What follows belongs to an exercise in optimizing a design on an open flow for small area, a short achievable clock period and few clock cycles; a production flow would make more cautious choices.
In this exercise RTL edits were held to simulation tests only and were not proved equivalent to the original.
Power and IR drop assume default switching activity.

--- design.v ---
module alu(input [31:0] op1,op2,
           input [3:0] alu_op,
           output reg [31:0] result,          
           output  zero);                      
parameter [3:0] ALUOP_AND = 4'b0000;          
parameter [3:0] ALUOP_OR = 4'b0001;           
parameter [3:0] ALUOP_ADD = 4'b0010;          
parameter [3:0] ALUOP_SUB = 4'b0110;          
parameter [3:0] ALUOP_SLT = 4'b0100;          
parameter [3:0] ALUOP_SLR = 4'b1000;          
parameter [3:0] ALUOP_SLL = 4'b1001;          
parameter [3:0] ALUOP_SAR = 4'b1010;          
parameter [3:0] ALUOP_XOR = 4'b0101;          
always @(*) begin                             
case(alu_op)
ALUOP_AND : result = op1 & op2;
ALUOP_OR  : result = op1 | op2;
ALUOP_SUB : result = op1 - op2;
ALUOP_XOR : result = op1 ^ op2;
ALUOP_SLT : result = ($signed(op1) < $signed(op2))? 32'b1:32'b0;  
ALUOP_SLR : result = op1 >> op2[4:0];
ALUOP_SLL : result = op1 << op2[4:0];
ALUOP_SAR : result = $unsigned($signed(op1) >>> op2[4:0]);
ALUOP_ADD : result = op1 + op2;
default result = 32'bX;
endcase
end
assign zero = (result == 0)?1:0;
endmodule
module regfile
             #(parameter DATAWIDTH = 32)
              (input clk, write,
               input [4:0] readReg1,
               input [4:0] readReg2,
               input [4:0] writeReg,
               input [DATAWIDTH-1:0] writeData,
               output reg [DATAWIDTH-1:0] readData1,
               output reg [DATAWIDTH-1:0] readData2);
reg [DATAWIDTH-1:0] register[31:1];  
always @(posedge clk) 
begin 
     if(write && writeReg != 5'd0) begin
      register[writeReg] <= writeData;
     end
      readData1 <= (readReg1 == 5'd0) ? {DATAWIDTH{1'b0}} : register[readReg1];
      readData2 <= (readReg2 == 5'd0) ? {DATAWIDTH{1'b0}} : register[readReg2];
end
endmodule
module datapath
             #(parameter [31:0] INITIAL_PC = 32'h00400000)
              (input clk,rst,PCSrc,ALUSrc,RegWrite,MemToReg,loadPC,
               input [3:0] ALUCtrl,
               input [31:0] instr,
               input [31:0] dReadData,
               output zero,
               output reg [31:0] PC,
               output [31:0] dAddress,              
               output [31:0] dWriteData,
               output reg [31:0] WriteBackData);
parameter [2:0] R_type = 0;      
parameter [2:0] I_type = 1;      
parameter [2:0] S_type = 2;      
parameter [2:0] L_type = 3;      
parameter [2:0] B_type = 4;      
wire [31:0] RegRead1,RegRead2,branch_offset,result;         
reg [2:0] itype;
reg [31:0] immediate,op2;
always @(posedge clk)
begin
      if(rst)
        PC <= INITIAL_PC;     
      else if(loadPC) begin
              if(PCSrc)
                 PC <= PC + branch_offset;
              else
                 PC <= PC + 4;
         end
end
always @(*)
begin
 if(instr[6:0] == 7'b0110011)
    itype = 0;             
 else if(instr[6:0] == 7'b0100011)
    itype = 2;             
 else if(instr[6:0] == 7'b0000011)
    itype = 3;             
 else if(instr[6:0] == 7'b0010011)
    itype = 1;             
 else if(instr[6:0] == 7'b1100011)
    itype = 4;             
else 
     itype = 3'd7;          
end
regfile  R_F(clk,RegWrite,instr[19:15],instr[24:20],instr[11:7],WriteBackData,RegRead1,RegRead2);
always @(*) begin                            
  if(itype == L_type || itype == I_type)
                immediate = {{20{instr[31]}},instr[31:20]};
  else if(itype == S_type)
                immediate = {{20{instr[31]}},instr[31:25],instr[11:7]};
  else if(itype == B_type)
                immediate = {{20{instr[31]}},instr[31],instr[7],instr[30:25],instr[11:8]};               
  else
                immediate = 32'b0;
end
assign branch_offset = immediate << 1 ;
always @(*) begin
     case(ALUSrc)
          1'b1 : op2 = immediate;
          1'b0 : op2 = RegRead2;
          default : op2 = 32'bx;
     endcase
end
alu  A_L_U(RegRead1,op2,ALUCtrl,result,zero);
always @(*) begin
     case(MemToReg)
          1'b1 : WriteBackData = dReadData;
          1'b0 : WriteBackData = result;
          default : WriteBackData = 32'bx;
     endcase
end
assign dAddress = result;
assign dWriteData = RegRead2;
endmodule
module top_proc
             #(parameter INITIAL_PC = 32'h00400000)
              (input clk,rst,
               input [31:0] instr,
               input [31:0] dReadData,
               output [31:0] PC,
               output [31:0] dAddress,
               output [31:0] dWriteData,
               output reg MemWrite,MemRead);
parameter [2:0] IF = 3'b000;       
parameter [2:0] ID = 3'b001;       
parameter [2:0] EX = 3'b010;       
parameter [2:0] MEM = 3'b011;      
parameter [2:0] WB = 3'b100;       
parameter [2:0] R_type = 0;      
parameter [2:0] I_type = 1;      
parameter [2:0] S_type = 2;      
parameter [2:0] L_type = 3;      
parameter [2:0] B_type = 4;      
parameter [3:0] ALUOP_AND = 4'b0000;          
parameter [3:0] ALUOP_OR = 4'b0001;           
parameter [3:0] ALUOP_ADD = 4'b0010;          
parameter [3:0] ALUOP_SUB = 4'b0110;          
parameter [3:0] ALUOP_SLT = 4'b0100;          
parameter [3:0] ALUOP_SLR = 4'b1000;          
parameter [3:0] ALUOP_SLL = 4'b1001;          
parameter [3:0] ALUOP_SAR = 4'b1010;          
parameter [3:0] ALUOP_XOR = 4'b0101;          
wire zero;
wire [31:0] WriteBackData;
reg [2:0] current_state,next_state,itype;    
reg loadPC,PCSrc,MemToReg,RegWrite,ALUSrc;  
reg [3:0] ALUCtrl;
always @(posedge clk)                              
begin
       if(rst)
          current_state <= IF;
       else
          current_state <= next_state;
end
always @(*)                                                
begin
   case(current_state)
       IF :  next_state = ID;
       ID :  next_state = EX;
       EX : if(itype == L_type || itype == S_type)
             next_state = MEM;
            else 
             next_state = WB;    
       MEM : next_state = WB;
       WB : next_state = IF;
       default : next_state = IF;
    endcase
end
always @(*) 
 begin
     MemRead = 1'b0;
     MemWrite = 1'b0;
     RegWrite = 1'b0;
     MemToReg = 1'b0;
     loadPC = 1'b0;
     PCSrc = 1'b0;
     case(current_state)
        MEM : begin
                  if(itype == L_type) begin          
                             MemRead = 1'b1;
                             MemWrite = 1'b0;
                   end
                   else if(itype == S_type) begin
                              MemRead = 1'b0;
                              MemWrite = 1'b1;
                   end
                   else  begin
                              MemRead = 1'b0;
                              MemWrite = 1'b0;
                   end
               end
        WB : begin
                     loadPC = 1;
                     PCSrc = (itype == B_type && zero == 1)?1:0;
                     if(itype == L_type) begin
                           RegWrite = 1'b1;
                           MemToReg = 1'b1;
                     end             
                     else if(itype == R_type || itype == I_type) begin
                           RegWrite = 1'b1;
                           MemToReg = 1'b0;
                     end
                     else begin
                     RegWrite = 1'b0;
                     MemToReg = 1'b0;
                     end
              end  
        default : begin
                  end          
    endcase
end
always @(*)
begin
 if(instr[6:0] == 7'b0110011)
    itype = 0;             
 else if(instr[6:0] == 7'b0100011)
    itype = 2;             
 else if(instr[6:0] == 7'b0000011)
    itype = 3;             
 else if(instr[6:0] == 7'b0010011)
    itype = 1;             
 else if(instr[6:0] == 7'b1100011)
    itype = 4;             
else 
     itype = 3'd7;          
end
datapath D_P(clk,rst,PCSrc,ALUSrc,RegWrite,MemToReg,loadPC,ALUCtrl,instr,
                          dReadData,zero,PC,dAddress,dWriteData,WriteBackData);
always @(*)
begin
      if(itype == L_type || itype == S_type)
              ALUCtrl = ALUOP_ADD;
      else if(itype == B_type)
              ALUCtrl = ALUOP_SUB;
      else begin
            if(instr[14:12] == 3'b010)
              ALUCtrl = ALUOP_SLT;
             else if(instr[14:12] == 3'b100)
              ALUCtrl = ALUOP_XOR;
             else if(instr[14:12] == 3'b110)
              ALUCtrl = ALUOP_OR;
             else if(instr[14:12] == 3'b111)
              ALUCtrl = ALUOP_AND;
             else if(instr[14:12] == 3'b001)
              ALUCtrl = ALUOP_SLL;
             else if(instr[14:12] == 3'b101 && instr[31:25] == 7'b0)
              ALUCtrl = ALUOP_SLR;
             else if(instr[14:12] == 3'b101 && instr[31:25] == 7'b0100000)
              ALUCtrl = ALUOP_SAR;
             else if(instr[14:12] == 3'b000 && instr[31:25] == 7'b0100000)
              ALUCtrl = ALUOP_SUB;
             else 
              ALUCtrl = ALUOP_ADD;
      end
end
always @(*)
begin
        if(itype == R_type || itype == B_type)
            ALUSrc = 1'b0;
        else
            ALUSrc = 1'b1;
end
endmodule
--- run.sh ---
#!/bin/bash
# synth_recipe.tcl (not shown) runs the flow's synth.tcl, then flattens the netlist and writes it again
# the make line also repeats each setting of config.mk as NAME=value (left out here)
make -C /OpenROAD-flow-scripts/flow DESIGN_CONFIG=/design/flow/config.mk WORK_HOME=/design/flow/orfs CLKGATE_MAP_FILE= SYNTH_SCRIPT=/design/flow/synth_recipe.tcl finish
--- config.mk ---
export PLATFORM = sky130hd
export DESIGN_NAME = top_proc
export DESIGN_NICKNAME = top_proc
export VERILOG_FILES = /design/flow/design.v
export SDC_FILE = /design/flow/constraint.sdc
export NUM_CORES = 8
export LEC_CHECK = 0
export CAP_MARGIN = 20
export CORE_MARGIN = 2
export CORE_UTILIZATION = 40
export SLEW_MARGIN = 20
--- constraint.sdc ---
create_clock -name core_clock -period 12.0 [get_ports {clk}]
set_input_delay 2.4000 -clock core_clock [delete_from_list [all_inputs] [get_ports {clk}]]
set_output_delay 2.4000 -clock core_clock [all_outputs]
set_load 0.01 [all_outputs]
==> summary.txt <==
-- cell families (layout without fill, tap and decap cells) --
logic type      Yosys count  in the layout  synth area share, %
other cells               1              5             0.006099
mux                     740            740                23.55
compound gates          891            891                9.856
fa+ha+maj               132            132                2.721
simple gates           1108           1108                8.647
flops                  1090           1090                51.64
xor+xnor                 47             47               0.6695
buf+inv                 453            631                2.906
-- registers in the layout, indices dropped and copies added (netlist names) --
| signal | count |
|---|---|
| D_P.R_F.readData1 | 32 |
| current_state | 3 |
| D_P.PC | 31 |
| D_P.R_F.readData2 | 32 |
| D_P.R_F.register | 992 |
-- power groups by stage --
stage	clock, mW	sequential [mW]	combinational (mW)
after floorplan	0	4.53	1.01
after global placement	0	4.58	1.72
after detailed placement	0	4.58	1.73
after CTS	3.59	4.49	1.74
after global routing	3.74	4.50	1.87
final	3.55	4.50	1.77
-- metal layers --
layer / share of wire [%] / up-vias
met5: 0.0035 / -
met4: 5.7 / 2
met3: 8.9 / 531
met2: 47 / 2490
met1: 38 / 23010
li1: - / 18320
-- worst paths after layout --
kind	slack, ps	from	endpoint	depth (start not counted)
worst min-delay path	530	current_state[0]$_SDFF_PP0_	current_state[0]$_SDFF_PP0_	1
worst max-delay path	520	instr[5]	dAddress[27]	24
worst max register to register	4810	D_P.R_F.readData2[0]$_SDFF_PN0_	D_P.PC[18]$_SDFFE_PP0N_	20
worst min register to register	530	current_state[0]$_SDFF_PP0_	current_state[0]$_SDFF_PP0_	1
-- worst max-delay path: cells and delay by family --
kind,cells,cell delay [ps]
adder cells (fa/ha/maj),1,350
AO/OA/AOI/OAI,10,2990
buffers and inverters,7,2270
AND/OR/NAND/NOR,6,1030
-- layout make-up --
| type | instances | share of cell area, % |
|---|---|---|
| Antenna cell | 4 | 0.01438 |
| Clock buffer | 147 | 4.312 |
| Clock inverter | 54 | 0.9940 |
| Inverter | 112 | 0.6039 |
| Multi-Input combinational cell | 2919 | 40.73 |
| Sequential cell | 1090 | 45.61 |
| Tap cell | 2030 | 3.649 |
| Timing Repair Buffer | 318 | 4.082 |
-- cell usage in the layout (no fill, tap or decap), types with 15 or more instances in the layout --
| cell type | n |
|---|---|
| mux2i_1 | 163 |
| nor3_1 | 98 |
| o21bai_1 | 19 |
| clkinv_2 | 19 |
| xnor2_1 | 36 |
| a211o_1 | 16 |
| buf_4 | 157 |
| a21oi_1 | 231 |
| nor4_1 | 57 |
| o211ai_1 | 43 |
| or3_1 | 24 |
| o21ai_0 | 115 |
| o31ai_1 | 26 |
| and2_1 | 20 |
| mux4_2 | 564 |
| o21a_1 | 16 |
| ha_1 | 128 |
| clkdlybuf4s50_1 | 151 |
| inv_1 | 107 |
| nand4_1 | 36 |
| nand2_1 | 213 |
| a22oi_1 | 23 |
| edfxtp_1 | 992 |
| o221ai_1 | 24 |
| a221oi_1 | 22 |
| clkbuf_1 | 26 |
| a21o_1 | 60 |
| a211oi_1 | 55 |
| nand2b_1 | 26 |
| or2_2 | 19 |
| clkbuf_16 | 110 |
| and3_1 | 24 |
| nor2_1 | 344 |
| o311ai_0 | 15 |
| a31oi_1 | 48 |
| o22ai_1 | 26 |
| nor2_4 | 35 |
| nand3_1 | 106 |
| dfxtp_1 | 98 |
| nor2b_1 | 28 |
-- per-stage QoR --
| step | power (mW) | hold WS (ps) | cells |
|---|---|---|---|
| finish | 9.817 | 531.6 | 6674 |
| global route | 10.11 | 573.0 | 6670 |
| floorplan | 5.535 | 463.4 | 4462 |
| detailed placement | 6.308 | 517.9 | 6469 |
| global placement | 6.299 | 518.6 | 6468 |
| CTS | 9.825 | 527.3 | 6670 |
==> summary.txt <==
- The run finished with no timing, DRC or antenna violations.
- In the post-synthesis netlist, the biggest area contributors are edfxtp_1 (48%), mux4_2 (21%), dfxtp_1 (3.2%), mux2i_1 (2.7%), ha_1 (2.6%).
- The routability congestion estimate from global placement is 1.058.
- The power share of the sequential group is 45.8%.
- The count of endpoints failing setup in the final report is 0.
- The share of synthesized area occupied by flip-flops and latches is 51.64%.
- The power density normalized to cell area is 141.0 mW/mm^2.
- The final cell utilization of the core is 45.72%.
- The worst setup path is of the in2out kind.
- In this run, the clock network consumes 36.2% of the power.
- The number of rows created at floorplan is 143.
- The signal on the critical path passes through clkdlybuf4s50_1 -> inv_1 -> nor2_1 -> nand2_1 -> a21oi_1 -> nor2_1 -> nor2_1 -> inv_1 -> ha_1 -> nor3b_1 -> o41ai_1 -> a21o_1 -> a311oi_1 -> buf_4 -> a211o_1 -> a31oi_1 -> a221oi_1 -> buf_4 -> nor4b_1 -> o31ai_1 -> o211ai_1 -> o21ai_1 -> inv_1 -> clkdlybuf4s50_1.
- In this run the most used layer during global routing was met2.
- Setup repair after global routing left no endpoint under its margin.
- The share of the cycle needed by the critical path after routing is 95.64%.
- The core area is 0.1523 sq mm.
- The final total negative setup slack is 0 ps.
- The maximum operating frequency is 87.13 MHz.
- The maximum fanout count along the critical path is 13.
- The worst ir drop on vdd is 107.5 uV.
- The final-report max-slew violation count is 0.
- The chip height is 396.1 microns.
- In this run, the number of DRC markers left after iteration 0 of detailed routing was 5718.
- The area fraction of the dominant cell type after synthesis is 48.45%.
- In the routed design, unresolved DRC markers number 0.
- Global routing used 28.76% of the available tracks.
- For this block, the routed nets add up to 229.3 mm of wire.
- The full die area is 0.1569 sq mm.
- In the synthesized netlist the dominant register cell turns out to be edfxtp_1.
- The clock passes through at most 3 buffers.
- The first-pass detailed-route iteration total is 8.
- At the worst endpoint, the required time is 9600 ps.
- The nature of the critical path startpoint is an input pin.
- The initial antenna violation count is 3.
- For this run, the number of Yosys warnings is 4.
- In this run the post-CTS setup repair buffer count came out at 0.
- The first global-routing pass estimated 322.5 mm of wire.
- The total non-filler cell area in the finished layout is 0.06961 sq mm.
- In this run, post-CTS repair resized a total of 0 instances.
- The placed wire-length estimate is 143.3 mm.
- The worst relative slew slack is 23.67%.
- In this run the cell area of the synthesized design comes to 0.06148 sq mm.
- For the worst setup path, the data arrival time is 9080 ps.
- The largest total area in the synthesized netlist belongs to edfxtp_1.
- The average wire per standard cell is 34.36 microns.
- The mean post-synth cell area is 13.78 sq um.
- Net switching is 28.09% of the power.
- In this design, the stage delay of the slowest critical-path cell is 780 ps.
- The clock latency reported for the late side of the worst-skew pair is 760 ps.
- The number of flip-flops and latches in the synthesized netlist is 1090.
- Summing all placed instances gives a cell area of 0.06588 sq mm.
- The initial core utilization is 40.38%.
- Registers take 0.03175 sq mm.
- The part of the power in combinational logic is 18.0%.
- The number of enable-type register cells in the synthesized netlist is 992.
- On the final layout, the worst clock skew is 65.66 ps.
- The highest-delay cell along the critical path is clkdlybuf4s50_1.
- The met2 demand-to-capacity share in global routing is 46.16%.
- For this run the aggregate overflow at the end of global routing stands at 0.
- In this run the worst hold path is classified as reg2reg.
- The number of global-route vias before repair is 43360.
- The die boundary width is 396.1 microns.
- The number of nets handed over by synthesis was 4659.
- The number of top-level pins is 164.
- The number of nets with antenna violations after detailed routing is 0.
- The count of hold-fix buffers inserted at cts is 0.
- The count of different cell masters after synthesis is 100.
- Synthesis handed over a netlist of 4462 instances.
- The via count is 44360.
- Input and output buffers added on the ports amount to 162.
- The global routing usage on met3 is 4.476%.
- The post-layout net count is 4748.
- The number of hold violations in the final report came to 0.
- Cell internal power was estimated by the tool at 7.059 mW.
- Dividing the detail-routed via count by the number of cells gives 6.646.
- Counting I/O delays and the setup requirement, the final critical path takes 11480 ps.
- The clock slew seen by the registers of the worst setup and hold paths is 60 ps.
- For met1 alone, demand over resource in global routing was 37.87%.
- In the final layout, the share of cells above drive strength 1 is 22.18%.
- After synthesis, the share of flip-flops with an asynchronous set or reset is 0%.
- The CTS buffer count is 110.
- In the post-synthesis netlist, the cell with the most instances is edfxtp_1.
- The count of fill cells added during filler insertion is 13380.
- The total clock sinks is 1090.
- The worst path meets setup with 523.0 ps of slack.
- The area growth from synthesis to layout is 13.22%.
- Summed over all nets, the switching power comes to 2.758 mW.
- The root cell of the clock tree is clkbuf_16.
- The endpoint type of the worst setup path is an output port.
- For the pin with the worst max-slew slack, the measured transition is 1133 ps.
- The leakage dissipation is 23.36 nW.
- The multi-input combinational cells in the finished layout cover a total of 0.02836 sq mm.
- At the placement stage, the worst setup path has a slack of 601.8 ps.
- The clock tree synthesis step divided the H-tree into 3 levels.
- Sorting the synthesized cells by how often they occur yields edfxtp_1 (992), mux4_2 (564), nor2_1 (382).
- The clock tree from TritonCTS is done.
- Across the run, the number of max-cap violations was 0.
- The pin count of the biggest net entering global routing is 132.
Testbench counts, summed over its fixed seeds: cycles 142,232.

[re-timing with driven ports]
Ports are ideal in the flow. The routed layout listed here was re-timed in OpenROAD. Step 1, drivers: a clkbuf_16 drives clk and a buf_2 each remaining input, both assumed. Step 2 also shifts input and output timing later by t, the mid clock arrival at the registers, as if the neighbouring blocks saw the same clock. a / b / c = no drivers / after step 1 / after step 2; a / b = the first two.
t, ns: 0.808
slack for setup (ns): 0.523 / 0.489 / 0.489
latest minus earliest clock arrival (ns): 0.067 / 0.066
worst data-port slew with drivers (ns): 0.15
After both steps setup and hold are still met in this run. The setup slack of this run moves by -0.034 ns with the drivers and by -0.034 ns with both steps.
